Source: an optimization exercise on an open RTL-to-GDS flow (aim: small area). Production flows keep margins and buffers that such runs may drop. RTL that was checked went through simulation tests only; none was proved equivalent to the original. No functional check of the RTL was part of runs 1 to 3. The clock cells of run 7 come from the design's own scripts or RTL, not from TritonCTS. The clock input has no modelled driver; a real chip could not lean on it and would need a root buffer or a full tree. Power figures rest on the tool's default switching activity, not on a simulated workload.

==> flow/design.v <==
`timescale 1ns / 1ps
module Game(
  input Clk100M,
  input rst,   
  input btnS,  
  input btnU,  
  input btnD,  
  output wire [7:0] seg,
  output wire [3:0] an
 );
localparam [4:0] C_FF = 5'd0, C_0 = 5'd10, C_L = 5'd11, C_E = 5'd12, C_Y = 5'd13,
                 C_A = 5'd14, C_U = 5'd15, C_H = 5'd19;
reg [1:0] bcnt;    
reg [3:0] dcnt;    
reg [7:0] m;       
wire tickBtn  = (bcnt == 2'd0);
wire tickDisp = (dcnt == 4'd0);
wire tick1Hz  = tickDisp & (m == 8'd198);
always @(posedge Clk100M) begin
  if (rst) begin
    bcnt <= 2'd3;
    dcnt <= 4'd10;
    m <= 8'd255;
  end
  else begin
    bcnt <= tickBtn ? 2'd2 : bcnt - 2'd1;
    dcnt <= tickDisp ? 4'd9 : dcnt - 4'd1;
    if (tickDisp) m <= (m == 8'd199) ? 8'd0 : m + 8'd1;
  end
end
reg uL, dL, sL;    
reg uR, dR, sR;    
always @(posedge Clk100M) begin
  if (rst) begin
    uL <= 0; dL <= 0; sL <= 0;
    uR <= 0; dR <= 0; sR <= 0;
  end
  else if (tickBtn) begin
    uL <= btnU; dL <= btnD; sL <= btnS;
    uR <= btnU & ~uL; dR <= btnD & ~dL; sR <= btnS & ~sL;
  end
end
wire blipPhase = (bcnt == 2'd1);
wire upB = uR & blipPhase;
wire downB = dR & blipPhase;
wire startB = sR & blipPhase;
reg [12:0] rnd;
reg [10:0] sgc;
reg generated, special, genBit0;
reg prelimSig, startCountDown, counting, doneCounting, finished, gameSig;
reg [2:0] cdn;    
reg [1:0] lvl;
reg answerSig, startGen, gpRun, gpPF;
reg [5:0] numSpecial;    
reg [3:0] gameTime;
wire genSym = (gameTime != 4'd0) && (gameTime != 4'd15);   
reg [4:0] gs0, gs1, gs2, gs3;    
reg apRun, postSig, aFlag;
reg [2:0] aTime;    
wire apPF = aTime[2] & aTime[1];
reg ppRun, levelComplete;
reg [2:0] pTime;    
wire ppPF = pTime[2] & pTime[1];
reg [7:0] userCount;
reg ucCounting;
reg difference, sCounting;
reg incLevel, lose;
reg victory, newLevel;
reg [1:0] curLevel;
reg pre, game, answer, post;
always @(posedge Clk100M) begin
  if (rst) rnd <= 13'hf;
  else rnd <= {rnd[11:0], rnd[12] ^ rnd[3] ^ rnd[2] ^ rnd[0]};
end
wire [10:0] th = curLevel[1] ? (curLevel[0] ? 11'd499 : 11'd1499) : 11'd1999;
wire genNow = genSym & (sgc >= th);
always @(posedge Clk100M) begin
  generated <= genNow;
  special <= genNow & ~genBit0;
  if (genNow) sgc <= 0;
  else if (~&sgc) sgc <= sgc + 11'd1;
end
always @(posedge Clk100M) begin
  if (rst) genBit0 <= 1;
  else if (genNow) genBit0 <= rnd[0];
end
wire lose_n = levelComplete ? difference : lose;
wire victory_n = (incLevel && curLevel == 2'd3) ? 1'b1 : victory;
wire pre_n    = prelimSig ? 1'b1 : (gameSig | answerSig | postSig) ? 1'b0 : pre;
wire game_n   = prelimSig ? 1'b0 : gameSig ? 1'b1 : (answerSig | postSig) ? 1'b0 : game;
wire answer_n = (prelimSig | gameSig) ? 1'b0 : answerSig ? 1'b1 : postSig ? 1'b0 : answer;
wire post_n   = (prelimSig | gameSig | answerSig) ? 1'b0 : postSig ? 1'b1 : post;
reg [2:0] cc_n;
reg [1:0] lvl_n;
reg fin_n;
always @* begin
  cc_n = cdn; lvl_n = lvl; fin_n = finished;
  if (tick1Hz) begin
    if (counting && cdn == 3'd7) begin
      lvl_n = curLevel; cc_n = 3'd6;
    end
    else if (counting && cdn != 3'd1) begin
      cc_n = cdn - 3'd1; fin_n = 0;
    end
    else if (counting) begin
      fin_n = 1; cc_n = 3'd7;
    end
    else fin_n = 0;
  end
end
wire [4:0] newSym = {1'b1, rnd[4:1]};
wire [4:0] gs0_n = generated ? newSym : gameSig ? {1'b0, gs0[3:0]} : gs0;
wire [4:0] gs1_n = generated ? gs0 : gameSig ? {1'b0, gs1[3:0]} : gs1;
wire [4:0] gs2_n = generated ? gs1 : gameSig ? {1'b0, gs2[3:0]} : gs2;
wire [4:0] gs3_n = generated ? gs2 : gameSig ? {1'b0, gs3[3:0]} : gs3;
wire aFlag_n = (answerSig && !apRun) ? 1'b0 : (apPF && apRun) ? aFlag : 1'b1;
always @(posedge Clk100M) begin
  if (rst) begin
    prelimSig <= 0; startCountDown <= 0; counting <= 0; doneCounting <= 0;
    finished <= 0; gameSig <= 0; cdn <= 3'd7;
    answerSig <= 0; startGen <= 0; gpRun <= 0; gpPF <= 0;
    gameTime <= 0;
    apRun <= 0; postSig <= 0; aFlag <= 0; aTime <= 0;
    ppRun <= 0; levelComplete <= 0; pTime <= 0;
    ucCounting <= 0; sCounting <= 0;
    incLevel <= 0; lose <= 0; victory <= 0; newLevel <= 0; curLevel <= 2'd1;
    pre <= 0; game <= 0; answer <= 0; post <= 0;
  end
  else begin
    prelimSig <= startB | newLevel;
    startCountDown <= prelimSig;
    gameSig <= doneCounting;
    if (startCountDown && !counting) counting <= 1;
    else if (finished && counting) begin
      counting <= 0; doneCounting <= 1;
    end
    else doneCounting <= 0;
    cdn <= cc_n; finished <= fin_n;
    startGen <= gameSig;
    if (gameSig) gpRun <= 1;
    if (gpPF && gpRun) begin
      gpRun <= 0; answerSig <= 1;
    end
    else answerSig <= 0;
    if (tick1Hz) begin
      if (gpRun && !gpPF && gameTime < 4'd14) begin
        gameTime <= gameTime + 4'd1; gpPF <= 0;
      end
      else if (gpRun && gameTime == 4'd14) gameTime <= 4'd15;
      else if (gpRun && gameTime == 4'd15) begin
        gpPF <= 1; gameTime <= 0;
      end
      else gpPF <= 0;
    end
    if (answerSig && !apRun) apRun <= 1;
    else if (apPF && apRun) begin
      apRun <= 0; postSig <= 1;
    end
    else postSig <= 0;
    aFlag <= aFlag_n;
    if (tick1Hz) begin
      if (apRun && aTime < 3'd5) aTime <= aTime + 3'd1;
      else if (apRun && aTime == 3'd5) aTime <= 3'd6;
      else if (apPF) aTime <= 3'd0;
    end
    if (postSig && !ppRun) ppRun <= 1;
    else if (ppPF && ppRun) begin
      ppRun <= 0; levelComplete <= 1;
    end
    else levelComplete <= 0;
    if (tick1Hz) begin
      if (ppRun && pTime < 3'd5) pTime <= pTime + 3'd1;
      else if (ppRun && pTime == 3'd5) pTime <= 3'd6;
      else if (ppPF) pTime <= 3'd0;
    end
    if (postSig) ucCounting <= 0;
    else if (startGen) ucCounting <= 1;
    if (postSig) sCounting <= 0;
    if (startGen) sCounting <= 1;
    lose <= lose_n;
    incLevel <= levelComplete & ~difference;
    if (incLevel) begin
      if (curLevel == 2'd3) victory <= 1;
      else begin
        curLevel <= curLevel + 2'd1; newLevel <= 1;
      end
    end
    else newLevel <= 0;
    pre <= pre_n; game <= game_n; answer <= answer_n; post <= post_n;
  end
end
always @(posedge Clk100M) begin
  lvl <= lvl_n;
  gs0 <= gs0_n; gs1 <= gs1_n; gs2 <= gs2_n; gs3 <= gs3_n;
  if (gameSig) numSpecial <= 0;
  if (generated && special) numSpecial <= numSpecial + 6'd1;
  if (postSig) ;
  else if (startGen) userCount <= 0;
  else if (upB && ucCounting) userCount <= userCount + 8'd1;
  else if (downB && ucCounting) userCount <= userCount - 8'd1;
  if (startGen) difference <= 0;
  if (sCounting) difference <= ({2'b00, numSpecial} != userCount);
end
wire [7:0] num = answer_n ? userCount : {2'b00, numSpecial};
wire [7:0] q = num / 8'd10;
wire [7:0] r = num % 8'd10;
wire [4:0] tensC = (q[3:0] == 4'd0) ? C_0 : (q[3:0] > 4'd9) ? C_FF : {1'b0, q[3:0]};
wire [4:0] onesC = (r[3:0] == 4'd0) ? C_0 : {1'b0, r[3:0]};
wire [1:0] k = m[1:0] + 2'd1;    
wire showNum = (answer_n & aFlag_n) | post_n;
wire idle_n = ~(pre_n | game_n | answer_n | post_n);
reg [4:0] gsSel, numSel, preSel, idleSel, fixSel;
always @* begin
  case (k)
    2'd0: gsSel = gs0_n;
    2'd1: gsSel = gs1_n;
    2'd2: gsSel = gs2_n;
    default: gsSel = gs3_n;
  endcase
  case (k)
    2'd0: numSel = tensC;
    2'd1: numSel = onesC;
    2'd2: numSel = C_FF;
    default: numSel = answer_n ? C_U : C_A;
  endcase
  preSel = (k == 2'd0) ? ((cc_n == 3'd7) ? C_FF : (cc_n == 3'd6) ? C_L : {2'b00, cc_n}) :
           (k == 2'd1 && cc_n == 3'd6) ? {3'b000, lvl_n} : C_FF;
  idleSel = (k == 2'd0) ? C_H : (k == 2'd1) ? 5'd1 : C_FF;
  if (lose_n)
    case (k)
      2'd0: fixSel = C_L;
      2'd1: fixSel = C_0;
      2'd2: fixSel = 5'd5;
      default: fixSel = C_E;
    endcase
  else
    case (k)
      2'd0: fixSel = C_Y;
      2'd1: fixSel = C_A;
      2'd2: fixSel = C_Y;
      default: fixSel = C_FF;
    endcase
end
wire [4:0] gsCode = {gsSel[4], gsSel[3:0] & {4{gsSel[4]}}};
wire [4:0] nxt = (lose_n | victory_n) ? fixSel :
                 ({5{pre_n}} & preSel) | ({5{game_n}} & gsCode) |
                 ({5{showNum}} & numSel) | ({5{idle_n}} & idleSel);
reg [4:0] pend;    
reg [4:0] code;    
always @(posedge Clk100M) begin
  if (dcnt == 4'd2) pend <= nxt;
end
always @(posedge Clk100M) begin
  if (rst) code <= C_FF;
  else if (tickDisp) code <= pend;
end
localparam [31:0] SEG0 = 32'haaaaa813;
localparam [31:0] SEG1 = 32'h25d51861;
localparam [31:0] SEG2 = 32'hcef41805;
localparam [31:0] SEG3 = 32'h99994093;
localparam [31:0] SEG4 = 32'h7bd622bb;
localparam [31:0] SEG5 = 32'hf4e3000f;
localparam [31:0] SEG6 = 32'hd7278c83;
localparam [31:0] SEG7 = 32'hffffffff;
assign seg = {SEG7[code], SEG6[code], SEG5[code], SEG4[code], SEG3[code], SEG2[code], SEG1[code], SEG0[code]};
assign an = (&m[7:3]) ? 4'b1111 : ~(4'b1000 >> m[1:0]);
endmodule
==> flow/flow/run.sh <==
#!/bin/bash
# Standard ORFS layout; only the clock tree synthesis arguments differ:
# no dummy loads and smaller clock buffers.
set -euo pipefail
export CTS_ARGS="-sink_clustering_enable -repair_clock_nets -dont_use_dummy_load -buf_list sky130_fd_sc_hd__clkbuf_8"
bash standard.sh > standard_make.log 2>&1
==> flow/standard.sh <==
#!/bin/bash
# synth_recipe.tcl (not shown) runs the flow's synth.tcl, then flattens the netlist and writes it again
# the make line also repeats each setting of config.mk as NAME=value (left out here)
make -C /OpenROAD-flow-scripts/flow DESIGN_CONFIG=/design/flow/config.mk WORK_HOME=/design/flow/orfs CLKGATE_MAP_FILE= SYNTH_SCRIPT=/design/flow/synth_recipe.tcl "${@:-finish}"
==> flow/config.mk <==
export PLATFORM = sky130hd
export DESIGN_NAME = Game
export DESIGN_NICKNAME = Game
export VERILOG_FILES = /design/flow/design.v
export SDC_FILE = /design/flow/constraint.sdc
export NUM_CORES = 4
export LEC_CHECK = 0
export ABC_AREA = 1
export CAP_MARGIN = 20
export CORE_MARGIN = 2
export CORE_UTILIZATION = 40
export SLEW_MARGIN = 20
==> flow/constraint.sdc <==
create_clock -name core_clock -period 10.0 [get_ports {Clk100M}]
set_input_delay 2.0000 -clock core_clock [delete_from_list [all_inputs] [get_ports {Clk100M}]]
set_output_delay 2.0000 -clock core_clock [all_outputs]
set_load 0.01 [all_outputs]
==> results of run 1 <==
## Yosys cell counts, types with 3 or more instances
| cell type | instances |
|---|---|
| xnor2_1 | 5 |
| o21ai_0 | 69 |
| nand4_1 | 10 |
| inv_2 | 8 |
| nor2_1 | 112 |
| nand2_4 | 7 |
| dfxtp_1 | 114 |
| clkbuf_1 | 18 |
| or2_2 | 7 |
| nor4_1 | 4 |
| a31oi_1 | 20 |
| nand2_2 | 10 |
| xor2_1 | 10 |
| o21a_1 | 3 |
| o22ai_1 | 6 |
| o221ai_1 | 5 |
| a211oi_1 | 8 |
| nand3_1 | 38 |
| o211ai_1 | 5 |
| inv_1 | 126 |
| nand3_2 | 7 |
| ha_1 | 43 |
| nor3_1 | 10 |
| edfxtp_1 | 20 |
| a21oi_1 | 52 |
| nand2_1 | 200 |
| o31ai_1 | 4 |
## layout make-up
class	count	area [um^2]
Clock buffer	17	234.0
Inverter	136	510.5
Multi-Input combinational cell	661	3623
Fill cell	1770	9672
Tap cell	225	281.5
Timing Repair Buffer	16	152.6
Sequential cell	134	2883
## layout by cell type (no fill, tap or decap), types with 4 or more instances in the layout
master / count
a31oi_1: 20
ha_1: 43
xor2_1: 10
o211ai_1: 5
o21ai_0: 69
edfxtp_1: 20
nand2_4: 7
nand4_1: 10
nor4_1: 4
o31ai_1: 4
nand3_2: 7
clkbuf_8: 17
clkdlybuf4s50_1: 14
nor2_1: 112
nor3_1: 10
o22ai_1: 6
nand2_2: 10
nand3_1: 38
a211oi_1: 8
xnor2_1: 5
inv_1: 126
dfxtp_1: 114
o221ai_1: 5
a21oi_1: 52
inv_2: 8
or2_2: 7
nand2_1: 200
## critical path, cell delays in order (launching register included)
cell             delay [ps]
dfxtp_1                 600
clkinv_1                330
or2_2                   360
nand3_1                  80
o211ai_1                 80
o221ai_1                 70
clkdlybuf4s50_1         560
## kinds of logic (layout without fill, tap and decap cells)
group | Yosys count | after routing | share of synthesized area
XOR/XNOR | 15 | 15 | 0.01849
other | 1 | 1 | 0.0005279
adder cells (fa/ha/maj) | 44 | 44 | 0.07856
buffers and inverters | 157 | 169 | 0.08402
AO/OA/AOI/OAI | 190 | 190 | 0.1575
AND/OR/NAND/NOR | 411 | 411 | 0.2551
flip-flops | 134 | 134 | 0.4058
## per-stage QoR
| step | setup WS, ps | total power [mW] |
|---|---|---|
| 3_5_place_dp | 5980 | 0.6210 |
| 4_1_cts | 5479 | 0.9467 |
| 2_1_floorplan | 6607 | 0.6039 |
| 6_report | 5486 | 0.9366 |
| 5_1_grt | 5292 | 0.9742 |
| 3_3_place_gp | 5992 | 0.6208 |
## per-layer routing
metal,part of all wire,track usage,vias up
li1,-,-,3143
met1,0.52,0.2386,2675
met2,0.43,0.2590,117
met3,0.041,0.03127,20
met4,0.014,0.05498,0
met5,0,0,-
## flip-flops by register name, indices dropped and copies added (netlist names), 6 cells and up
signal	count
rnd	13
sgc	11
m	8
userCount	8
numSpecial	6
## worst min-delay path by stage
stage	to	slack [ps]
6_report	rnd[7]	400
5_1_grt	rnd[9]	420
4_1_cts	rnd[7]	410
3_5_place_dp	rnd[6]	390
3_3_place_gp	rnd[7]	390
2_1_floorplan	rnd[2]	390
## report_power, final
| part | switching, mW | leakage, nW | internal (mW) |
|---|---|---|---|
| logic | 0.0305 | 2.36 | 0.0192 |
| clock network | 0.178 | 0.122 | 0.150 |
| registers | 0.00523 | 1.11 | 0.554 |
| total | 0.214 | 3.59 | 0.723 |
==> impl_metrics.tcl, run 1 <==
set metrics [dict create \
    hold_slack_ps 401.7 \
    die-area_um2 18840 \
    synthFlopType "dfxtp_1" \
    hold_path_class "reg -> reg" \
    crit_fanout 14 \
    tritoncts "done" \
    die_h_um 137.3 \
    n_antenna_cell 0 \
    synthCells 952 \
    finClkSkew_ps 24.26 \
    synth_nets 1001 \
    post_cts_buffers 0 \
    core_um2 17360 \
    grt_pass1_vias 5364 \
    cts_buffer_depth 2 \
    crit_path_end_kind "output pin" \
    first_pass_iters 5 \
    die_width_um 137.3 \
    synth_cell_types 51 \
    setup_tns_ps 0 \
    dpl_cell_area_um2 7451 \
    rrSetupSlack_ps 6890 \
    finalMaxSlewViolations 0 \
    max-vdd-ir-drop_mv 0.07897 \
    yosysTopAreaCellShare 0.3213 \
    period_share 0.4514 \
    htree_levels 4 \
    cp-start-kind "flop" \
    synth_edf_count 20 \
    yosys.area.top_type "dfxtp_1" \
    fmax_mhz 221.5 \
    ys.warnings.count 1 \
    crit_required_ps 8000 \
    wl_per_cell_um 12.51 \
    rsz0062_at_grt "no" \
    worstRegToRegCells 28 \
    portBuffers 15 \
    ys_seq_area_frac 0.4058 \
    boundaryPins 17 \
    cap_violations 0 \
    viasPerCell 5.008 \
    cts.repair.resized 0 \
    stdcell_area_um2 7685 \
    netlist_top_cells_area "dfxtp_1 32%, nand2_1 11%, edfxtp_1 8.5%, ha_1 7.6%, inv_1 6.7%" \
    numCtsBuffers 17 \
    cts_root_buf "clkbuf_8" \
    ctsHoldBuffers 0 \
    critPathKind "reg -> out" \
    cellLeakagePower_nw 3.594 \
    worst_slew_pin_slew_ps 897.1 \
    min_from "rnd[6]" \
    syn_area_um2 7103 \
    rows 48 \
    ys_ff_latch 134 \
    hpwlAfterDp_um 10730 \
    holdPathStages 2 \
    vias 5955 \
    grt_first_pass_wirelength_um 25470 \
    drt_iter0_markers 418 \
    setup_viol 0 \
    track_usage 0.1685 \
    dp_cells 1172 \
    ant_nets 0 \
    finalWirelength_um 14880 \
    nets 1015 \
    r2r-start "postSig" \
    relSlewSlack 0.3982 \
    finalCriticalPeriod_ps 4514 \
    hold_viol_final 0 \
    cp_data_arrival_time_ps 2510 \
    final_util 0.4428 \
    status "complete, no violations" \
    async_flop_share 0 \
    floorplan.initialDensity 0.4092 \
    critPathCapture "seg[4]" \
    place.gp.congestion 0.8343 \
    area_growth_pct 8.191 \
    drive_gt1_frac 0.06743 \
    overflow 0 \
    pwr_density_cell_nw_per_um2 121.9 \
    antenna_found_initial 0 \
    timing.rr.end "pend[2]" \
    cp-startpoint "code[2]" \
    clock_latency_ps 440 \
    clk_pin_slew_ps 80 \
    drc 0 \
    cts.sinks 134 \
    grt_max_degree 45 \
    final_cells 1189 \
    syn_avg_cell_area_um2 7.461 \
]
==> inputs of run 2 (changes only) <==
==> flow/run.sh (new file) <==
#!/bin/bash
# synth_recipe.tcl (not shown) runs the flow's synth.tcl, then flattens the netlist and writes it again
# the make line also repeats each setting of config.mk as NAME=value (left out here)
make -C /OpenROAD-flow-scripts/flow DESIGN_CONFIG=/design/flow/config.mk WORK_HOME=/design/flow/orfs CLKGATE_MAP_FILE= SYNTH_SCRIPT=/design/flow/synth_recipe.tcl finish
removed: flow/flow/run.sh
removed: flow/standard.sh
==> impl_metrics.tcl, run 2 <==
set metrics [dict create \
    status "complete, no violations" \
    met1_usage 0.2394 \
    cellLeakagePower_nw 3.782 \
    post_cts_buffers 0 \
    worst_slew_pin_slew_ps 920.0 \
    portBuffers 15 \
    place.gp.congestion 0.8343 \
    critPathSlowestCell "dfxtp_1" \
    boundaryPins 17 \
    n_antenna_cell 0 \
    ys_ff_latch 134 \
    critPathMaxStageDelay_ps 580 \
    largest_reg_flops 13 \
    swShare 0.2102 \
    wl_per_cell_um 12.53 \
    die_h_um 137.3 \
    hold_viol_final 0 \
    rsz0062_at_grt "no" \
    combPwrFrac 0.038 \
    tritoncts "done" \
    clock_latency_ps 430 \
    core_um2 17360 \
    die_width_um 137.3 \
    syn_avg_cell_area_um2 7.461 \
    ant_nets 0 \
    cts.sinks 134 \
    ys_seq_area_frac 0.4058 \
    cts_buffer_depth 2 \
    cts.repair.resized 0 \
    grt_pass1_vias 5462 \
    synth_nets 1001 \
    crit_path_end_kind "output pin" \
    pwr_density_cell_nw_per_um2 160.7 \
    yosys.area.top_type "dfxtp_1" \
    finalWirelength_um 15080 \
    area_growth_pct 14.11 \
    p_clk_frac 0.532 \
    max-vdd-ir-drop_mv 0.1223 \
    netlist_top_cells_area "dfxtp_1 32%, nand2_1 11%, edfxtp_1 8.5%, ha_1 7.6%, inv_1 6.7%" \
    hold_path_class "reg -> reg" \
    final_common_cell "nand2_1" \
    async_flop_share 0 \
    grt-busiest-layer "met2" \
    crit_required_ps 8000 \
    power_frac_seq 0.430 \
    rows 48 \
    synth_cell_types 51 \
    setup_tns_ps 0 \
    track_usage 0.1716 \
    synthFlopType "dfxtp_1" \
    finClkSkew_ps 7.176 \
    drc 0 \
    overflow 0 \
    hpwlAfterDp_um 10730 \
    regMostFlops "rnd" \
    viasPerCell 4.979 \
    ctsHoldBuffers 0 \
    dpl_cell_area_um2 7451 \
    numCtsBuffers 17 \
    cp-start-kind "flop" \
    floorplan.initialDensity 0.4092 \
    cap_violations 0 \
    setup_viol 0 \
    switching_power_uw 273.7 \
    clk_pin_slew_ps 60 \
    period_share 0.4497 \
    grt_first_pass_wirelength_um 25860 \
    path_cells "clkinv_1 > or2_2 > nand3_1 > o211ai_1 > o221ai_1 > clkdlybuf4s50_1" \
    hold_slack_ps 401.5 \
    final_cell_mix "200 x nand2_1, 126 x inv_1, 114 x dfxtp_1, 112 x nor2_1, 69 x o21ai_0" \
    yosysTopAreaCellShare 0.3213 \
    cts_root_buf "clkbuf_16" \
    drt_iter0_markers 385 \
    die-area_um2 18840 \
    htree_levels 4 \
    use_met3 0.03790 \
    grtUsageMet2 0.2656 \
    ys.warnings.count 1 \
    reg_top3 "rnd (13), sgc (11)" \
    critPathKind "reg -> out" \
    synth_edf_count 20 \
    first_pass_iters 5 \
    cp_data_arrival_time_ps 2500 \
    crit_fanout 14 \
    finalCriticalPeriod_ps 4497 \
    finalMaxSlewViolations 0 \
    grt_max_degree 45 \
    synthCells 952 \
    synth_commonest_cells "200 x nand2_1, 126 x inv_1, 114 x dfxtp_1, 112 x nor2_1, 69 x o21ai_0" \
    yosysMostFrequentCell "nand2_1" \
    drive_gt1_frac 0.07865 \
    stdcell_area_um2 8105 \
    vias 5995 \
    power.internal_mw 1.029 \
    relSlewSlack 0.3829 \
    syn_area_um2 7103 \
    antenna_found_initial 0 \
    fmax_mhz 222.4 \
    nets 1015 \
]
## run 2: changes by cell type in the layout (fill, tap and decap cells not counted), moves of 2 or more
| cell | delta |
|---|---|
| clkbuf_16 | +18 |
| clkbuf_8 | -17 |
| bufinv_16 | +5 |
| clkinvlp_4 | +3 |
| clkinv_1 | +2 |
## run 2: cells by family after synthesis
group           Yosys count  synth area share
simple gates            411            0.2551
buf+inv                 157           0.08402
fa+ha+maj                44           0.07856
xor+xnor                 15           0.01849
flops                   134            0.4058
other cells               1         0.0005279
compound gates          190            0.1575
## run 2: cell type report
| cell class | instances | area, um^2 |
|---|---|---|
| fill | 1711 | 9251 |
| multi-input combinational | 661 | 3623 |
| sequential | 134 | 2883 |
| inverter | 136 | 510.5 |
| clock buffer | 19 | 454.2 |
| tap | 225 | 281.5 |
| clock inverter | 13 | 200.2 |
| timing repair buffer | 16 | 152.6 |
## run 2: critical path: cells and delay by family (launching register included)
family,cells,cell delay (ps)
AOI/OAI and AO/OA,2,150
buffers and inverters,2,890
DFF,1,580
and+or+nand+nor,2,450
## run 2: metrics by stage
step	setup WS, ps	util	power, mW	std cells
floorplan	6607	-	0.6039	952
global placement	5992	0.4293	0.6208	1172
detailed placement	5980	0.4293	0.6210	1172
CTS	5513	0.4670	1.314	1204
global route	5327	0.4670	1.344	1204
finish	5503	0.4670	1.302	1204
## run 2: path summary, 6_finish.rpt
kind                              start      end  slack [ps]  cells after the start
worst min register to register   rnd[6]   rnd[7]         400                      2
worst max register to register  postSig  pend[2]        6860                     28
worst min-delay path             rnd[6]   rnd[7]         400                      2
worst max-delay path            code[2]   seg[4]        5500                      6
## run 2: power groups by stage
stage	combinational [mW]	sequential, mW	clock [mW]
finish	0.0498	0.560	0.693
global route	0.0577	0.561	0.726
CTS	0.0501	0.560	0.704
detailed placement	0.0497	0.571	0
global placement	0.0497	0.571	0
floorplan	0.0342	0.570	0
## run 2: routing by layer
metal | routed length, um | vias to the layer above
met2 | 6511 | 120
met5 | 0 | -
met3 | 575 | 21
met1 | 7825 | 2694
li1 | - | 3160
met4 | 170 | 0
==> inputs of run 3 (changes only) <==
==> flow/flow/run.sh (new file) <==
#!/bin/bash
# Own layout flow: the standard ORFS flow (standard.sh) with two changes.
#  1. Synthesis maps the combinational logic with a stronger ABC area script
#     (flow/abc_area.script, used through ABC_AREA=1). Everything else in the
#     synthesis, including how registers are mapped and named, is unchanged.
#  2. Clock tree synthesis without dummy loads and with smaller clock buffers.
# Each step's full output goes to a log file of its own in this folder.
set -euo pipefail
W=$PWD
rm -rf "$W/scripts_abc"
cp -r "$FLOW_HOME/scripts" "$W/scripts_abc"
cp "$W/flow/abc_area.script" "$W/scripts_abc/abc_area.script"
SCRIPTS_DIR="$W/scripts_abc" bash standard.sh synth > synth.log 2>&1
export CTS_ARGS="-sink_clustering_enable -repair_clock_nets -dont_use_dummy_load -buf_list sky130_fd_sc_hd__clkbuf_8"
bash standard.sh > layout.log 2>&1
==> flow/flow/abc_area.script (new file) <==
strash
&get -n
&st
&deepsyn -T 30
&put
dch -f
amap
topo
==> flow/standard.sh (new file) <==
#!/bin/bash
# synth_recipe.tcl (not shown) runs the flow's synth.tcl, then flattens the netlist and writes it again
# the make line also repeats each setting of config.mk as NAME=value (left out here)
make -C /OpenROAD-flow-scripts/flow DESIGN_CONFIG=/design/flow/config.mk WORK_HOME=/design/flow/orfs CLKGATE_MAP_FILE= SYNTH_SCRIPT=/design/flow/synth_recipe.tcl "${@:-finish}"
removed: flow/run.sh
==> impl_metrics.tcl, run 3 <==
set metrics [dict create \
    cp_data_arrival_time_ps 4840 \
    ys.warnings.count 1 \
    synth_nets 819 \
    clk_pin_slew_ps 60 \
    ys_seq_area_frac 0.4430 \
    cts.repair.resized 0 \
    min_from "doneCounting" \
    place.gp.congestion 0.9111 \
    worst_slew_pin_slew_ps 823.8 \
    hpwlAfterDp_um 11180 \
    wl_per_cell_um 14.73 \
    pwr_density_cell_nw_per_um2 149.5 \
    area_growth_pct 10.17 \
    syn_avg_cell_area_um2 8.451 \
    max-vdd-ir-drop_mv 0.08924 \
    yosys.area.top_type "dfxtp_1" \
    crit_path_end_kind "flop" \
    status "complete, no violations" \
    portBuffers 15 \
    final_cells 1019 \
    rsz0062_at_grt "no" \
    floorplan.initialDensity 0.4097 \
    syn_area_um2 6507 \
    holdPathEnd "gameSig" \
    die-area_um2 17310 \
    ctsHoldBuffers 0 \
    period_share 0.4687 \
    swShare 0.2580 \
    viasPerCell 5.460 \
    cp-start-kind "flop" \
    p_clk_frac 0.302 \
    cts.sinks 134 \
    die_width_um 131.6 \
    holdPathStages 2 \
    die_h_um 131.6 \
    final_common_cell "nor2_1" \
    numCtsBuffers 17 \
    finalCriticalPeriod_ps 4687 \
    worstRegToRegCells 17 \
    finalMaxSlewViolations 0 \
    largest_reg_flops 13 \
    drive_gt1_frac 0.02366 \
    relSlewSlack 0.4496 \
    n_antenna_cell 0 \
    final_cell_mix "127 x nor2_1, 114 x dfxtp_1, 106 x clkinv_1, 61 x nand2_1, 43 x ha_1" \
    crit_required_ps 10150 \
    fmax_mhz 213.4 \
    synth_edf_count 20 \
    netlist_top_cells_area "dfxtp_1 35%, edfxtp_1 9.2%, ha_1 8.3%, nor2_1 7.3%, clkinv_1 6.1%" \
    tritoncts "done" \
    setup_tns_ps 0 \
    grt_pass1_vias 5295 \
    finClkSkew_ps 26.19 \
    antenna_found_initial 0 \
    synthFlopType "dfxtp_1" \
    yosysMostFrequentCell "nor2_1" \
    grt_max_degree 46 \
    combPwrFrac 0.117 \
    first_pass_iters 5 \
    async_flop_share 0 \
    cts_root_buf "clkbuf_8" \
    dp_cells 1002 \
    r2r-start "gameSig" \
    reg_top3 "rnd (13), sgc (11)" \
    switching_power_uw 276.5 \
    vias 5564 \
    clock_latency_ps 440 \
    boundaryPins 17 \
    nets 854 \
    synth_commonest_cells "127 x nor2_1, 114 x dfxtp_1, 106 x clkinv_1, 61 x nand2_1, 43 x ha_1" \
    timing.rr.end "pend[3]" \
    overflow 0 \
    yosysTopAreaCellShare 0.3507 \
    drt_iter0_markers 351 \
    ys_ff_latch 134 \
    ant_nets 0 \
    cellLeakagePower_nw 2.641 \
    hold_viol_final 0 \
    cap_violations 0 \
    drc 0 \
    synth_cell_types 53 \
    htree_levels 4 \
    post_cts_buffers 0 \
    setup_viol 0 \
    regMostFlops "rnd" \
    synthCells 770 \
    rrSetupSlack_ps 5310 \
    hold_path_class "reg -> reg" \
    critPathKind "reg -> reg" \
    power.internal_uw 795.3 \
    grt_first_pass_wirelength_um 25300 \
    crit_fanout 11 \
    finalWirelength_um 15010 \
    power_frac_seq 0.581 \
    core_um2 15890 \
    cts_buffer_depth 2 \
    track_usage 0.1791 \
    rows 46 \
]
run 3: stage by stage:
stage,worst slack [ps],utilization,total power [mW],area [um^2],hold slack (ps)
floorplan,6286,-,0.7195,6507,393.6
global placement,5445,0.4366,0.7524,6935,417.7
detailed placement,5337,0.4366,0.7598,6935,420.3
CTS,5293,0.4513,1.087,7169,432.7
global route,4698,0.4513,1.133,7169,464.5
finish,5313,0.4513,1.072,7169,428.7
run 3: worst max path at each step:
stage                  from           to  slack [ps]
floorplan           gameSig      pend[3]        6290
global placement        rst  gameTime[3]        5450
detailed placement      rst  gameTime[3]        5340
CTS                 code[1]       seg[0]        5290
global route        gameSig      pend[3]        4700
finish              gameSig      pend[3]        5310
run 3: power groups by stage:
stage          logic, mW  registers, mW  clock network, mW
2_1_floorplan     0.0955          0.624                  0
3_3_place_gp       0.121          0.631                  0
3_5_place_dp       0.126          0.634                  0
4_1_cts            0.127          0.622              0.338
5_1_grt            0.147          0.628              0.359
6_report           0.126          0.622              0.324
run 3: logic make-up (layout without fill, tap and decap cells):
family                   Yosys count  after routing  share of synthesized area
buffers and inverters            107            140                    0.06230
other                              1              1                  0.0005763
adder cells (fa/ha/maj)           44             44                    0.08575
flip-flops                       134            134                     0.4430
AND/OR/NAND/NOR                  282            282                     0.1934
AO/OA/AOI/OAI                    202            202                     0.2150
run 3: final cells by class:
cell class / instances / area (um^2)
clock buffer: 17 / 234.0
inverter: 106 / 397.9
multi-input combinational: 529 / 3219
sequential: 134 / 2883
timing repair buffer: 17 / 165.2
tap: 216 / 270.3
fill: 1596 / 8716
run 3: per-layer routing:
metal	global-route usage	share of wire
met1	0.2217	0.46
met2	0.3048	0.49
met3	0.03897	0.041
met4	0.06763	0.017
met5	0	0
run 3: worst max-delay path: stages, from the launching register on:
cell and delay, ps:
dfxtp_1 310, clkinv_1 170, nand2_1 100, nor2_1 520
clkinv_1 480, nor4_1 500, nor2_1 130, a222oi_1 350
o31ai_1 190, or2_0 240, nor2_1 100, a21oi_1 50
nor2_1 200, clkinv_1 130, o21a_1 200, and3_1 180
a2111oi_0 390, a311oi_1 170
==> inputs of run 4 (changes only) <==
--- a/flow/design.v
+++ b/flow/design.v
@@ -48,3 +48,3 @@
 reg [10:0] sgc;
-reg generated, special, genBit0;
+reg special, genBit0;
 reg prelimSig, startCountDown, counting, doneCounting, finished, gameSig;
@@ -76,4 +76,4 @@
 wire genNow = genSym & (sgc >= th);
-always @(posedge Clk100M) begin
-  generated <= genNow;
+wire generated = (sgc == 11'd0);
+always @(posedge Clk100M) begin
   special <= genNow & ~genBit0;
@@ -225,4 +225,4 @@
   endcase
-  preSel = (k == 2'd0) ? ((cc_n == 3'd7) ? C_FF : (cc_n == 3'd6) ? C_L : {2'b00, cc_n}) :
-           (k == 2'd1 && cc_n == 3'd6) ? {3'b000, lvl_n} : C_FF;
+  preSel = (k == 2'd0) ? ((cdn == 3'd7) ? C_FF : (cdn == 3'd6) ? C_L : {2'b00, cdn}) :
+           (k == 2'd1 && cdn == 3'd6) ? {3'b000, lvl} : C_FF;
   idleSel = (k == 2'd0) ? C_H : (k == 2'd1) ? 5'd1 : C_FF;
==> flow/flow/run.sh (replaced) <==
#!/bin/bash
# Own layout flow: the standard ORFS flow (standard.sh) with two changes.
#  1. Synthesis maps the combinational logic with a stronger ABC area script
#     (flow/abc_area.script, used through ABC_AREA=1), and adders are left to
#     ABC as plain logic instead of being mapped to half/full adder cells
#     first (ADDER_MAP_FILE empty). Everything else in the synthesis,
#     including how registers are mapped and named, is unchanged.
#  2. Clock tree synthesis without dummy loads and with smaller clock buffers.
# Each step's full output goes to a log file of its own in this folder.
set -euo pipefail
W=$PWD
rm -rf "$W/scripts_abc"
cp -r "$FLOW_HOME/scripts" "$W/scripts_abc"
cp "$W/flow/abc_area.script" "$W/scripts_abc/abc_area.script"
SCRIPTS_DIR="$W/scripts_abc" ADDER_MAP_FILE= bash standard.sh synth > synth.log 2>&1
export CTS_ARGS="-sink_clustering_enable -repair_clock_nets -dont_use_dummy_load -buf_list sky130_fd_sc_hd__clkbuf_8"
bash standard.sh > layout.log 2>&1
==> impl_metrics.tcl, run 4 <==
set metrics [dict create \
    status "complete, no violations" \
    stdcell_area_um2 6414 \
    floorplan.initialDensity 0.4127 \
    drt_iter0_markers 367 \
    grt_pass1_vias 4819 \
    vias 5135 \
    area_growth_pct 11.10 \
    dp_cells 902 \
    crit_required_ps 8000 \
    rrSetupSlack_ps 5500 \
    finClkSkew_ps 26.02 \
    syn_area_um2 5773 \
    r2r-start "gameSig" \
    grt_max_degree 46 \
    ys.warnings.count 1 \
    post_cts_buffers 0 \
    reg_top3 "rnd (13), sgc (11)" \
    overflow 0 \
    setup_viol 0 \
    finalCriticalPeriod_ps 4604 \
    crit_path_end_kind "output pin" \
    worstRegToRegCells 21 \
    dpl_cell_area_um2 6180 \
    yosys.area.top_type "dfxtp_1" \
    htree_levels 4 \
    final_common_cell "nor2_1" \
    synthFlopType "dfxtp_1" \
    viasPerCell 5.588 \
    cap_violations 0 \
    relSlewSlack 0.2958 \
    cts_root_buf "clkbuf_8" \
    hold_viol_final 0 \
    fmax_mhz 217.2 \
    drc 0 \
    netlist_top_cells_area "dfxtp_1 38%, edfxtp_1 11%, nor2_1 8.7%, clkinv_1 6.2%, o21ai_0 4.0%" \
    async_flop_share 0 \
    ys_seq_area_frac 0.4993 \
    finalMaxSlewViolations 0 \
    clock_latency_ps 440 \
    die_width_um 124.1 \
    cp-start-kind "flop" \
    synth_edf_count 22 \
    die_h_um 124.1 \
    critPathKind "reg -> out" \
    yosysTopAreaCellShare 0.3849 \
    portBuffers 15 \
    first_pass_iters 5 \
    worst_slew_pin_slew_ps 1047 \
    final_cells 919 \
    critPathCapture "seg[1]" \
    nFillCells 1410 \
    period_share 0.4604 \
    tritoncts "done" \
    syn_avg_cell_area_um2 8.200 \
    die-area_um2 15410 \
    ys_ff_latch 133 \
    numCtsBuffers 17 \
    cts.repair.resized 0 \
    cellLeakagePower_nw 2.262 \
    rsz0062_at_grt "no" \
    cts.sinks 133 \
    setup_tns_ps 0 \
    track_usage 0.1865 \
    nets 746 \
    timing.rr.end "pend[1]" \
    core_um2 13990 \
    rows 43 \
    cp-startpoint "code[2]" \
    ant_nets 0 \
    largest_reg_flops 13 \
    n_antenna_cell 0 \
    pwr_density_cell_nw_per_um2 163.5 \
    finalWirelength_um 13140 \
    synth_nets 709 \
    final_cell_mix "134 x nor2_1, 111 x dfxtp_1, 96 x clkinv_1, 49 x nand2_1, 46 x o21ai_0" \
    cp_data_arrival_time_ps 2600 \
    synth_cell_types 45 \
    cts_buffer_depth 2 \
    hold_path_class "reg -> reg" \
    boundaryPins 17 \
    clk_pin_slew_ps 60 \
    synth_commonest_cells "134 x nor2_1, 111 x dfxtp_1, 96 x clkinv_1, 49 x nand2_1, 46 x o21ai_0" \
    synthCells 704 \
    grt_first_pass_wirelength_um 22590 \
    max-vdd-ir-drop_mv 0.08134 \
    crit_fanout 6 \
    antenna_found_initial 0 \
    ctsHoldBuffers 0 \
    wl_per_cell_um 14.30 \
    yosysMostFrequentCell "nor2_1" \
    drive_gt1_frac 0.02977 \
    regMostFlops "rnd" \
    final_util 0.4585 \
    hpwlAfterDp_um 9617 \
    place.gp.congestion 0.9665 \
    power.total_mw 1.048 \
]
==> run 4: cell count changes after synthesis, moves of 10 or more <==
cell      change
or2_0        -11
ha_1         -43
o22a_1       +10
o21ai_0      +10
nor3_1       +14
nand2_1      -12
clkinv_1     -10
==> run 4: worst min path at each step <==
| stage | startpoint | endpoint | depth (start not counted) |
|---|---|---|---|
| after floorplan | genBit0 | special | 1 |
| after global placement | genBit0 | special | 1 |
| after detailed placement | genBit0 | special | 1 |
| after CTS | genBit0 | special | 1 |
| after global routing | genBit0 | special | 1 |
| final | genBit0 | special | 1 |
==> run 4: cell families after synthesis <==
kind of cell / synth area share
AO/OA/AOI/OAI: 0.2185
buffers and inverters: 0.06372
flip-flops: 0.4993
other: 0.0006496
AND/OR/NAND/NOR: 0.2178
==> run 4: final cells by class <==
type                            count  area (um^2)  share of cell area
Sequential cell                   133         2883              0.4495
Multi-Input combinational cell    474         2529              0.3943
Inverter                           96        360.3             0.05618
Clock buffer                       17        234.0             0.03648
Tap cell                          180        225.2             0.03512
Timing Repair Buffer               19        182.7             0.02848
==> run 4: metrics by stage <==
stage	setup slack [ps]	hold slack [ps]
floorplan	5076	393.6
global placement	5861	409.0
detailed placement	5643	404.1
CTS	5365	420.8
global route	4881	432.3
finish	5396	416.2
==> run 4: metal layers <==
| layer | wire length [um] | track usage | part of all wire |
|---|---|---|---|
| met1 | 6367 | 0.2465 | 0.48 |
| met2 | 5905 | 0.2951 | 0.45 |
| met3 | 648 | 0.05082 | 0.049 |
| met4 | 220 | 0.06180 | 0.017 |
| met5 | 0 | 0 | 0 |
==> run 4: worst max-delay path: stages (launching register included) <==
cell             delay (ps)
dfxtp_1                 390
clkinv_1                180
nor2_1                  210
clkinv_1                130
a22oi_1                 200
and3_1                  210
nor2_1                   50
o22a_1                  180
o21ai_0                  60
clkdlybuf4s50_1         550
==> run 4: power breakdown <==
| group | switching [mW] | internal (mW) |
|---|---|---|
| Clock | 0.172 | 0.149 |
| Combinational | 0.0619 | 0.0525 |
| Sequential | 0.0324 | 0.580 |
| Total | 0.267 | 0.782 |
==> inputs of run 5 (changes only) <==
--- a/flow/design.v
+++ b/flow/design.v
@@ -48,3 +48,3 @@
 reg [10:0] sgc;
-reg special, genBit0;
+reg special;
 reg prelimSig, startCountDown, counting, doneCounting, finished, gameSig;
@@ -56,4 +56,4 @@
 wire genSym = (gameTime != 4'd0) && (gameTime != 4'd15);   
-reg [4:0] gs0, gs1, gs2, gs3;    
-reg apRun, postSig, aFlag;
+reg [4:0] gs0, gs1, gs2, gs3;
+reg apRun, postSig;
 reg [2:0] aTime;    
@@ -76,11 +76,6 @@
 wire genNow = genSym & (sgc >= th);
-wire generated = (sgc == 11'd0);
-always @(posedge Clk100M) begin
-  special <= genNow & ~genBit0;
+always @(posedge Clk100M) begin
+  special <= genNow & ~gs0[0];
   if (genNow) sgc <= 0;
   else if (~&sgc) sgc <= sgc + 11'd1;
-end
-always @(posedge Clk100M) begin
-  if (rst) genBit0 <= 1;
-  else if (genNow) genBit0 <= rnd[0];
 end
@@ -110,8 +105,8 @@
 end
-wire [4:0] newSym = {1'b1, rnd[4:1]};
-wire [4:0] gs0_n = generated ? newSym : gameSig ? {1'b0, gs0[3:0]} : gs0;
-wire [4:0] gs1_n = generated ? gs0 : gameSig ? {1'b0, gs1[3:0]} : gs1;
-wire [4:0] gs2_n = generated ? gs1 : gameSig ? {1'b0, gs2[3:0]} : gs2;
-wire [4:0] gs3_n = generated ? gs2 : gameSig ? {1'b0, gs3[3:0]} : gs3;
-wire aFlag_n = (answerSig && !apRun) ? 1'b0 : (apPF && apRun) ? aFlag : 1'b1;
+wire [4:0] newSym = {1'b1, rnd[3:0]};
+wire [4:0] gs0_n = genNow ? newSym : doneCounting ? {1'b0, gs0[3:0]} : gs0;
+wire [4:0] gs1_n = genNow ? gs0 : doneCounting ? {1'b0, gs1[3:0]} : gs1;
+wire [4:0] gs2_n = genNow ? gs1 : doneCounting ? {1'b0, gs2[3:0]} : gs2;
+wire [4:0] gs3_n = genNow ? gs2 : doneCounting ? {1'b0, gs3[3:0]} : gs3;
+wire aFlag_n = ~((answerSig & ~apRun) | (apPF & apRun));
 always @(posedge Clk100M) begin
@@ -122,3 +117,3 @@
     gameTime <= 0;
-    apRun <= 0; postSig <= 0; aFlag <= 0; aTime <= 0;
+    apRun <= 0; postSig <= 0; aTime <= 0;
     ppRun <= 0; levelComplete <= 0; pTime <= 0;
@@ -159,3 +154,2 @@
     else postSig <= 0;
-    aFlag <= aFlag_n;
     if (tick1Hz) begin
@@ -193,5 +187,5 @@
   lvl <= lvl_n;
-  gs0 <= gs0_n; gs1 <= gs1_n; gs2 <= gs2_n; gs3 <= gs3_n;
+  gs0[4:1] <= gs0_n[4:1]; gs1 <= gs1_n; gs2 <= gs2_n; gs3 <= gs3_n;
   if (gameSig) numSpecial <= 0;
-  if (generated && special) numSpecial <= numSpecial + 6'd1;
+  if (special) numSpecial <= numSpecial + 6'd1;
   if (postSig) ;
@@ -202,2 +196,6 @@
   if (sCounting) difference <= ({2'b00, numSpecial} != userCount);
+end
+always @(posedge Clk100M) begin
+  if (rst) gs0[0] <= 1'b1;
+  else gs0[0] <= gs0_n[0];
 end
@@ -214,6 +212,6 @@
   case (k)
-    2'd0: gsSel = gs0_n;
-    2'd1: gsSel = gs1_n;
-    2'd2: gsSel = gs2_n;
-    default: gsSel = gs3_n;
+    2'd0: gsSel = gs0;
+    2'd1: gsSel = gs1;
+    2'd2: gsSel = gs2;
+    default: gsSel = gs3;
   endcase
==> impl_metrics.tcl, run 5 <==
set metrics [dict create \
    numCtsBuffers 17 \
    cellLeakagePower_nw 2.128 \
    area_growth_pct 10.94 \
    antenna_found_initial 0 \
    worst_slew_pin_slew_ps 860.0 \
    grt_first_pass_wirelength_um 21890 \
    core_um2 13990 \
    largest_reg_flops 13 \
    finClkSkew_ps 22.01 \
    nets 718 \
    worstRegToRegCells 18 \
    drt_iter0_markers 389 \
    r2r-start "postSig" \
    n_antenna_cell 0 \
    track_usage 0.1822 \
    syn_area_um2 5767 \
    status "complete, no violations" \
    netlist_top_cells_area "dfxtp_1 32%, edfxtp_1 21%, nor2_1 8.3%, clkinv_1 5.9%, o21ai_0 3.6%" \
    clk_pin_slew_ps 80 \
    post_cts_buffers 0 \
    dpl_cell_area_um2 6163 \
    holdPathEnd "gs0[2]" \
    synth_commonest_cells "127 x nor2_1, 91 x dfxtp_1, 90 x clkinv_1, 41 x o21ai_0, 40 x edfxtp_1" \
    vias 4917 \
    ant_nets 0 \
    finalCriticalPeriod_ps 4583 \
    power.total_mw 1.011 \
    crit_fanout 7 \
    hpwlAfterDp_um 9229 \
    final_util 0.4573 \
    die_width_um 124.1 \
    hold_viol_final 0 \
    synthFlopType "dfxtp_1" \
    synth_cell_types 47 \
    grt_pass1_vias 4704 \
    htree_levels 4 \
    wl_per_cell_um 14.36 \
    ctsHoldBuffers 0 \
    synth_edf_count 40 \
    finalMaxSlewViolations 0 \
    regMostFlops "rnd" \
    finalWirelength_um 12800 \
    reg_top3 "rnd (13), sgc (11)" \
    synthCells 677 \
    yosys.area.top_type "dfxtp_1" \
    grt_max_degree 46 \
    stdcell_area_um2 6397 \
    syn_avg_cell_area_um2 8.518 \
    synth_nets 682 \
    async_flop_share 0 \
    multiInputGateArea_um2 2405 \
    critPathKind "reg -> out" \
    ys_seq_area_frac 0.5242 \
    final_common_cell "nor2_1" \
    ys.warnings.count 1 \
    floorplan.initialDensity 0.4123 \
    cts.repair.resized 0 \
    rows 43 \
    hold_slack_ps 427.3 \
    fin_ws_ps 5417 \
    cp_data_arrival_time_ps 2580 \
    first_pass_iters 5 \
    yosysTopAreaCellShare 0.3159 \
    cts_buffer_depth 2 \
    setup_tns_ps 0 \
    ys_ff_latch 131 \
    relSlewSlack 0.4231 \
    cap_violations 0 \
    rsz0062_at_grt "no" \
    cts.sinks 131 \
    final_cell_mix "127 x nor2_1, 91 x dfxtp_1, 90 x clkinv_1, 41 x o21ai_0, 40 x edfxtp_1" \
    max-vdd-ir-drop_mv 0.1505 \
    fmax_mhz 218.2 \
    portBuffers 15 \
    viasPerCell 5.519 \
    place.gp.congestion 0.9034 \
    timing.rr.end "pend[3]" \
    crit_required_ps 8000 \
    clock_latency_ps 440 \
    final_cells 891 \
    cts_root_buf "clkbuf_8" \
    pre_cts_ws_ps 5353 \
    overflow 0 \
    cp-start-kind "flop" \
    die_h_um 124.1 \
    holdPathStages 0 \
    pwr_density_cell_nw_per_um2 158.0 \
    drc 0 \
    tritoncts "done" \
    hold_path_class "reg -> reg" \
    boundaryPins 17 \
    setup_viol 0 \
    dp_cells 874 \
    crit_path_end_kind "output pin" \
    nFillCells 1346 \
    drive_gt1_frac 0.02954 \
    regArea_um2 3023 \
    period_share 0.4583 \
    yosysMostFrequentCell "nor2_1" \
    min_from "rnd[2]" \
    die-area_um2 15390 \
    rrSetupSlack_ps 5590 \
]
run 5: how the worst max path moves through the flow:
stage | startpoint | end | slack [ps] | cells after the start
floorplan | sgc[0] | gs1[4] | 4540 | 16
global placement | rst | sL | 5480 | 5
detailed placement | rst | sL | 5350 | 5
CTS | code[0] | seg[1] | 5420 | 7
global route | postSig | pend[3] | 5170 | 18
finish | code[0] | seg[1] | 5420 | 7
run 5: cell type report:
type / count / area share
clock buffers: 17 / 0.03657
inverters: 90 / 0.05281
multi-input cells: 455 / 0.3759
flip-flops and latches: 131 / 0.4725
well taps: 180 / 0.03520
repair buffers: 18 / 0.02699
run 5: cell families after synthesis:
logic type | share of synthesized area
buf+inv | 0.05988
compound gates | 0.1903
flops | 0.5242
other cells | 0.0006503
simple gates | 0.2250
run 5: routing by layer:
layer / track usage / vias up / part of all wire
li1: - / 2480 / -
met1: 0.2321 / 2294 / 0.47
met2: 0.2982 / 123 / 0.47
met3: 0.05311 / 20 / 0.048
met4: 0.05688 / 0 / 0.014
met5: 0 / - / 0
run 5: worst max-delay path: stages, from the launching register on:
cell,delay [ps]
dfxtp_1,390
clkinv_1,230
nor2_1,200
clkinv_1,160
o32ai_1,340
nor3_1,100
a211o_1,280
clkdlybuf4s50_1,480
run 5: power breakdown:
group | internal [mW] | total, mW | switching (mW) | leakage [nW]
registers | 0.576 | 0.597 | 0.0212 | 1.11
logic | 0.0402 | 0.0961 | 0.0559 | 0.899
clock network | 0.149 | 0.318 | 0.168 | 0.122
==> inputs of run 6 (changes only) <==
--- a/flow/flow/run.sh
+++ b/flow/flow/run.sh
@@ -15,3 +15,4 @@
 SCRIPTS_DIR="$W/scripts_abc" ADDER_MAP_FILE= bash standard.sh synth > synth.log 2>&1
-export CTS_ARGS="-sink_clustering_enable -repair_clock_nets -dont_use_dummy_load -buf_list sky130_fd_sc_hd__clkbuf_8"
+export CTS_ARGS="-sink_clustering_enable -repair_clock_nets -dont_use_dummy_load -buf_list sky130_fd_sc_hd__clkbuf_4"
+export BUFFER_PORTS_ARGS="-inputs -outputs -buffer_cell sky130_fd_sc_hd__buf_1"
 bash standard.sh > layout.log 2>&1
--- a/flow/config.mk
+++ b/flow/config.mk
@@ -10,3 +10,3 @@
 export CORE_MARGIN = 2
-export CORE_UTILIZATION = 40
+export CORE_UTILIZATION = 70
 export SLEW_MARGIN = 20
==> impl_metrics.tcl, run 6 <==
set metrics [dict create \
    die_h_um 94.77 \
    min_from "rnd[1]" \
    post_cts_buffers 0 \
    portBuffers 15 \
    finClkSkew_ps 51.69 \
    overflow 0 \
    clk_pin_slew_ps 100 \
    crit_path_end_kind "flop" \
    cp-start-kind "flop" \
    antenna_found_initial 0 \
    yosysTopAreaCellShare 0.3159 \
    pre_cts_ws_ps 5733 \
    ant_nets 0 \
    cp-startpoint "postSig" \
    critPathMaxStageDelay_ps 530 \
    r2r-start "postSig" \
    max-vdd-ir-drop_mv 0.1418 \
    fin_ws_ps 5527 \
    finalWirelength_um 12040 \
    ys_ff_latch 131 \
    area_growth_pct 5.858 \
    critPathKind "reg -> reg" \
    drc 0 \
    final_cell_mix "127 x nor2_1, 91 x dfxtp_1, 90 x clkinv_1, 41 x o21ai_0, 40 x edfxtp_1" \
    viasPerCell 6.080 \
    die-area_um2 8980 \
    yosysMostFrequentCell "nor2_1" \
    syn_avg_cell_area_um2 8.518 \
    rows 33 \
    clock_latency_ps 500 \
    dr.max_layer_used "met4" \
    cts.repair.resized 0 \
    place.gp.congestion 0.9671 \
    synth_commonest_cells "127 x nor2_1, 91 x dfxtp_1, 90 x clkinv_1, 41 x o21ai_0, 40 x edfxtp_1" \
    ys_seq_area_frac 0.5242 \
    crit_required_ps 10220 \
    ctsHoldBuffers 0 \
    wl_met1_um 5488 \
    crit_fanout 10 \
    cts.sinks 131 \
    critPathMostFrequentCell "clkinv_1" \
    hold_path_class "reg -> reg" \
    cts_root_buf "clkbuf_4" \
    cap_violations 0 \
    die_width_um 94.77 \
    n_antenna_cell 0 \
    ys.warnings.count 1 \
    period_share 0.4473 \
    met2_length_um 5905 \
    syn_area_um2 5767 \
    numCtsBuffers 17 \
    finalMaxSlewViolations 0 \
    relSlewSlack 0.4150 \
    rsz0062_at_grt "no" \
    cts_buffer_depth 2 \
    finalCriticalPeriod_ps 4473 \
    reg_top3 "rnd (13), sgc (11)" \
    cellLeakagePower_nw 2.040 \
    synth_cell_types 47 \
    hpwlAfterDp_um 8650 \
    grt_first_pass_wirelength_um 20090 \
    netlist_top_cells_area "dfxtp_1 32%, edfxtp_1 21%, nor2_1 8.3%, clkinv_1 5.9%, o21ai_0 3.6%" \
    final_cells 816 \
    drt_iter0_markers 303 \
    htree_levels 4 \
    floorplan.initialDensity 0.7126 \
    regMostFlops "rnd" \
    vias 4961 \
    boundaryPins 17 \
    route.met3.wl_um 502 \
    synthCells 677 \
    core_um2 8093 \
    largest_reg_flops 13 \
    yosys.area.top_type "dfxtp_1" \
    dp_cells 799 \
    critPathSlowestCell "nor2_1" \
    path_cells "clkinv_1 > a21oi_1 > nor2_1 > clkinv_1 > nor4_1 > a31oi_1 > o21ai_0 > nor2_1 > o211ai_1 > a21boi_0 > o21ai_0 > clkinv_1 > nor2_1 > o31ai_1 > clkinv_1 > o22ai_1 > o2111ai_1 > nor3b_1" \
    cp_data_arrival_time_ps 4700 \
    track_usage 0.2827 \
    worst_slew_pin_slew_ps 872.1 \
    wl_per_cell_um 14.75 \
    grt_max_degree 46 \
    synth_edf_count 40 \
    fmax_mhz 223.6 \
    setup_tns_ps 0 \
    tritoncts "done" \
    setup_viol 0 \
    drive_gt1_frac 0.03094 \
    hold_viol_final 0 \
    first_pass_iters 5 \
    status "complete, no violations" \
    final_common_cell "nor2_1" \
    synthFlopType "dfxtp_1" \
    synth_nets 682 \
    pwr_density_cell_nw_per_um2 150.0 \
    async_flop_share 0 \
    grt_pass1_vias 4613 \
    nets 718 \
]
run 6: cell counts after synthesis:
No cell type changed its count.
run 6: metrics by stage:
stage          hold slack [ps]  instance area (um^2)  power [mW]  utilization
2_1_floorplan            400.8                  5767      0.6735            -
3_3_place_gp             407.4                  5977      0.6924       0.7386
3_5_place_dp             414.1                  5977      0.6976       0.7386
4_1_cts                  414.9                  6105      0.9184       0.7543
5_1_grt                  428.0                  6105      0.9577       0.7543
6_report                 421.9                  6105      0.9159       0.7543
run 6: area by class of cell:
type | count | area [um^2]
clock buffer | 17 | 127.6
fill | 615 | 1988
inverter | 90 | 337.8
multi-input combinational | 455 | 2405
sequential | 131 | 3023
tap | 105 | 131.4
timing repair buffer | 18 | 80.08
run 6: path summary, 6_finish.rpt:
| check | end | slack [ps] | cells after the start |
|---|---|---|---|
| worst min register to register | gs0[1] | 420 | 0 |
| worst max register to register | pend[3] | 5530 | 18 |
| worst min-delay path | gs0[1] | 420 | 0 |
| worst max-delay path | pend[3] | 5530 | 18 |
run 6: routing by layer:
layer / vias up / global-route usage
met5: - / 0
met4: 0 / 0.08816
met3: 15 / 0.05587
met2: 134 / 0.4905
met1: 2322 / 0.3563
li1: 2490 / -
run 6: report_power, final:
part           switching (mW)  internal (mW)  leakage [nW]
clock                   0.153         0.0779        0.0782
sequential             0.0203          0.575          1.11
combinational          0.0544         0.0358         0.856
total                   0.227          0.689          2.04
run 6: critical path, delay by kind of cell, from the launching register on:
kind                   cells  cell delay [ps]
flip-flops                 1              380
AO/OA/AOI/OAI              9             1800
buffers and inverters      4              830
AND/OR/NAND/NOR            5             1240
run 6: logic make-up (layout without fill, tap and decap cells):
kind of cell / Yosys count / after routing / synth area share
and+or+nand+nor: 283 / 283 / 0.2250
AOI/OAI and AO/OA: 171 / 171 / 0.1903
DFF: 131 / 131 / 0.5242
buffers and inverters: 91 / 125 / 0.05988
other: 1 / 1 / 0.0006503
==> inputs of run 7 (changes only) <==
--- a/flow/design.v
+++ b/flow/design.v
@@ -115,3 +115,3 @@
     finished <= 0; gameSig <= 0; cdn <= 3'd7;
-    answerSig <= 0; startGen <= 0; gpRun <= 0; gpPF <= 0;
+    answerSig <= 0; gpRun <= 0;
     gameTime <= 0;
@@ -119,3 +119,2 @@
     ppRun <= 0; levelComplete <= 0; pTime <= 0;
-    ucCounting <= 0; sCounting <= 0;
     incLevel <= 0; lose <= 0; victory <= 0; newLevel <= 0; curLevel <= 2'd1;
@@ -133,3 +132,2 @@
     cdn <= cc_n; finished <= fin_n;
-    startGen <= gameSig;
     if (gameSig) gpRun <= 1;
@@ -140,10 +138,5 @@
     if (tick1Hz) begin
-      if (gpRun && !gpPF && gameTime < 4'd14) begin
-        gameTime <= gameTime + 4'd1; gpPF <= 0;
-      end
+      if (gpRun && !gpPF && gameTime < 4'd14) gameTime <= gameTime + 4'd1;
       else if (gpRun && gameTime == 4'd14) gameTime <= 4'd15;
-      else if (gpRun && gameTime == 4'd15) begin
-        gpPF <= 1; gameTime <= 0;
-      end
-      else gpPF <= 0;
+      else if (gpRun && gameTime == 4'd15) gameTime <= 0;
     end
@@ -169,6 +162,2 @@
     end
-    if (postSig) ucCounting <= 0;
-    else if (startGen) ucCounting <= 1;
-    if (postSig) sCounting <= 0;
-    if (startGen) sCounting <= 1;
     lose <= lose_n;
@@ -196,2 +185,10 @@
   if (sCounting) difference <= ({2'b00, numSpecial} != userCount);
+end
+always @(posedge Clk100M) begin
+  if (tick1Hz) gpPF <= gpRun && gameTime == 4'd15 && !(!gpPF && gameTime < 4'd14);
+  startGen <= gameSig;
+  if (postSig) ucCounting <= 0;
+  else if (startGen) ucCounting <= 1;
+  if (postSig) sCounting <= 0;
+  if (startGen) sCounting <= 1;
 end
--- a/flow/flow/run.sh
+++ b/flow/flow/run.sh
@@ -7,3 +7,6 @@
 #     including how registers are mapped and named, is unchanged.
-#  2. Clock tree synthesis without dummy loads and with smaller clock buffers.
+#  2. The clock tree is built by flow/mycts.tcl (run in place of TritonCTS
+#     through the PRE_CTS_TCL hook): the clock port drives one root buffer,
+#     which drives 16 clock buffers, each at the centre of its own group of
+#     flip-flops. Ports are buffered with the smallest buffer.
 # Each step's full output goes to a log file of its own in this folder.
@@ -15,3 +18,4 @@
 SCRIPTS_DIR="$W/scripts_abc" ADDER_MAP_FILE= bash standard.sh synth > synth.log 2>&1
-export CTS_ARGS="-sink_clustering_enable -repair_clock_nets -dont_use_dummy_load -buf_list sky130_fd_sc_hd__clkbuf_4"
+export PRE_CTS_TCL="$W/flow/mycts.tcl"
+export MYCTS_GROUPS=16 MYCTS_BUF=sky130_fd_sc_hd__clkbuf_4 MYCTS_ROOT=sky130_fd_sc_hd__clkbuf_8
 export BUFFER_PORTS_ARGS="-inputs -outputs -buffer_cell sky130_fd_sc_hd__buf_1"
==> flow/flow/mycts.tcl (new file) <==
rename clock_tree_synthesis orfs_clock_tree_synthesis
proc mycts_split {items axis} {
  set s [lsort -real -index $axis $items]
  set h [expr {[llength $s] / 2}]
  return [list [lrange $s 0 [expr {$h - 1}]] [lrange $s $h end]]
}
proc clock_tree_synthesis {args} {
  set block [ord::get_db_block]
  set ngroups [expr {[info exists ::env(MYCTS_GROUPS)] ? $::env(MYCTS_GROUPS) : 4}]
  set bufname [expr {[info exists ::env(MYCTS_BUF)] ? $::env(MYCTS_BUF) : "sky130_fd_sc_hd__clkbuf_4"}]
  set master [[ord::get_db] findMaster $bufname]
  set clkport [lindex [get_property [lindex [all_clocks] 0] sources] 0]
  set net [$block findNet [get_full_name $clkport]]
  $net setSigType CLOCK
  set items {}
  foreach it [$net getITerms] {
    set inst [$it getInst]
    set bb [$inst getBBox]
    lappend items [list [expr {([$bb xMin] + [$bb xMax]) / 2}] [expr {([$bb yMin] + [$bb yMax]) / 2}] $it]
  }
  set groups [list $items]
  set axis 0
  while {[llength $groups] < $ngroups} {
    set ng {}
    foreach g $groups { foreach h [mycts_split $g $axis] { lappend ng $h } }
    set groups $ng
    set axis [expr {1 - $axis}]
  }
  # root buffer between the port and the group buffers when there are more than 4
  set rootnet $net
  if {[llength $groups] > 4} {
    set rootbuf [expr {[info exists ::env(MYCTS_ROOT)] ? $::env(MYCTS_ROOT) : "sky130_fd_sc_hd__clkbuf_8"}]
    set rinst [odb::dbInst_create $block [[ord::get_db] findMaster $rootbuf] "clkbuf_root"]
    set rootnet [odb::dbNet_create $block "clknet_root"]
    $rootnet setSigType CLOCK
    [$rinst findITerm A] connect $net
    [$rinst findITerm X] connect $rootnet
    set sx 0; set sy 0
    foreach e $items { set sx [expr {$sx + [lindex $e 0]}]; set sy [expr {$sy + [lindex $e 1]}] }
    $rinst setLocation [expr {$sx / [llength $items]}] [expr {$sy / [llength $items]}]
    $rinst setPlacementStatus PLACED
  }
  set i 0
  foreach g $groups {
    set sx 0; set sy 0
    foreach e $g { set sx [expr {$sx + [lindex $e 0]}]; set sy [expr {$sy + [lindex $e 1]}] }
    set cx [expr {$sx / [llength $g]}]; set cy [expr {$sy / [llength $g]}]
    set inst [odb::dbInst_create $block $master "clkbuf_grp_$i"]
    set n [odb::dbNet_create $block "clknet_grp_$i"]
    $n setSigType CLOCK
    foreach e $g {
      set it [lindex $e 2]
      $it disconnect
      $it connect $n
    }
    [$inst findITerm A] connect $rootnet
    [$inst findITerm X] connect $n
    $inst setLocation $cx $cy
    $inst setPlacementStatus PLACED
    incr i
  }
  puts "mycts: $i clock buffers ($bufname) for [llength $items] sinks"
  set_propagated_clock [all_clocks]
}
==> impl_metrics.tcl, run 7 <==
set metrics [dict create \
    status "complete, no violations" \
    yosysMostFrequentCell "nor2_1" \
    synth_commonest_cells "131 x nor2_1, 104 x clkinv_1, 90 x dfxtp_1, 45 x o21ai_0, 43 x nand2_1" \
    cts.repair.resized 0 \
    grtUsageMet2 0.4770 \
    syn_avg_cell_area_um2 8.554 \
    cellLeakagePower_nw 2.055 \
    yosys.area.top_type "dfxtp_1" \
    met1_usage 0.3660 \
    grt_first_pass_wirelength_um 20230 \
    use_met3 0.03432 \
    overflow 0 \
    final_cell_mix "131 x nor2_1, 104 x clkinv_1, 90 x dfxtp_1, 45 x o21ai_0, 43 x nand2_1" \
    synthCells 672 \
    min_from "gameSig" \
    final_common_cell "nor2_1" \
    finalWirelength_um 12120 \
    max-vdd-ir-drop_mv 0.1303 \
    critPathMaxStageDelay_ps 580 \
    reg_top3 "rnd (13), sgc (11)" \
    drc 0 \
    post_cts_buffers 0 \
    critPathSlowestCell "nor2_1" \
    wl_per_cell_um 14.96 \
    setup_viol 0 \
    regMostFlops "rnd" \
    timing.rr.end "pend[3]" \
    track_usage 0.2740 \
    grt-busiest-layer "met2" \
    cp_top_family "simple AND/OR/NAND/NOR gates" \
    synth_cell_types 43 \
    drt_iter0_markers 388 \
    relSlewSlack 0.2147 \
    floorplan.initialDensity 0.7103 \
    hold_path_class "reg -> reg" \
    hold_viol_final 0 \
    syn_area_um2 5748 \
    async_flop_share 0 \
    clk_pin_slew_ps 100 \
    n_antenna_cell 0 \
    netlist_top_cells_area "dfxtp_1 31%, edfxtp_1 21%, nor2_1 8.6%, clkinv_1 6.8%, o21ai_0 3.9%" \
    clock_latency_ps 420 \
    worst_slew_pin_slew_ps 1169 \
    die-area_um2 8952 \
    drive_gt1_frac 0.02979 \
    cp_data_arrival_time_ps 4670 \
    rows 33 \
    boundaryPins 17 \
    stdcell_area_um2 6083 \
    grt_max_degree 45 \
    antenna_found_initial 0 \
    r2r-start "postSig" \
    die_h_um 94.62 \
    holdPathEnd "startGen" \
    largest_reg_flops 13 \
    vias 4882 \
    synthFlopType "dfxtp_1" \
    final_util 0.7517 \
    fmax_mhz 222.6 \
    portBuffers 15 \
    nets 712 \
    yosysTopAreaCellShare 0.3135 \
    die_width_um 94.62 \
    path_cells "clkinv_1 > a21oi_1 > nor2_1 > clkinv_1 > nor2_1 > o21ai_0 > a21oi_1 > a21oi_1 > o31ai_1 > or2_0 > nand2_1 > clkinv_1 > o21ai_0 > a22oi_1 > o21ai_0 > o21a_1 > or4_1 > a31oi_1 > nor3_1" \
    crit_fanout 11 \
    crit_path_end_kind "flop" \
    first_pass_iters 5 \
    dpl_cell_area_um2 5949 \
    ys_ff_latch 131 \
    rrSetupSlack_ps 5510 \
    hold_slack_ps 387.1 \
]
run 7: worst reg2reg max path, delay by kind of cell (launching register included):
| family | cells | cell delay [ps] |
|---|---|---|
| buffers and inverters | 3 | 660 |
| DFF | 1 | 390 |
| and+or+nand+nor | 6 | 1690 |
| AOI/OAI and AO/OA | 10 | 1510 |
run 7: final cells by class:
class	count	area (um^2)
inverters	104	390.4
multi-input cells	436	2322
plain buffers	17	133.9
well taps	105	131.4
fillers	610	2009
repair buffers	17	72.57
flip-flops and latches	131	3033
run 7: logic make-up after synthesis:
group | count (synthesis) | share of synthesized area
buffers and inverters | 105 | 0.06922
other | 1 | 0.0006524
AND/OR/NAND/NOR | 257 | 0.1979
flip-flops | 131 | 0.5276
AO/OA/AOI/OAI | 178 | 0.2046
run 7: metrics by stage:
step | cells | worst slack (ps) | power (mW)
6_report | 810 | 5509 | 0.9253
5_1_grt | 810 | 4923 | 0.9680
4_1_cts | 810 | 5669 | 0.9314
3_5_place_dp | 793 | 5709 | 0.6977
3_3_place_gp | 793 | 5889 | 0.6926
2_1_floorplan | 672 | 5625 | 0.6736
run 7: how the worst max path moves through the flow:
stage / from / endpoint / slack [ps] / cells past startpoint
after global placement: rst / sR / 5890 / 7
after floorplan: sgc[1] / gs1[4] / 5620 / 10
final: postSig / pend[3] / 5510 / 19
after CTS: postSig / pend[3] / 5670 / 19
after global routing: postSig / pend[2] / 4920 / 21
after detailed placement: postSig / pend[3] / 5710 / 19
run 7: routing by layer:
| metal | wire, um | vias to the layer above |
|---|---|---|
| met1 | 5315 | 2227 |
| met5 | 0 | - |
| met3 | 743 | 18 |
| met2 | 5860 | 167 |
| li1 | - | 2470 |
| met4 | 196 | 0 |
run 7: power by group:
group / leakage (nW) / total (mW) / switching [mW] / internal [mW]
clock: 0.0808 / 0.239 / 0.156 / 0.0831
combinational: 0.873 / 0.0899 / 0.0553 / 0.0346
sequential: 1.10 / 0.597 / 0.0206 / 0.576
total: 2.05 / 0.925 / 0.232 / 0.694

Re-timed with assumed drivers on the ports (clkbuf_16 on the clock, buf_2 on other inputs), run 7 has 5.509 ns of setup slack against 5.509 ns with ideal ports, and 5.509 ns once port delays also move by the mid clock arrival of 0.441 ns.
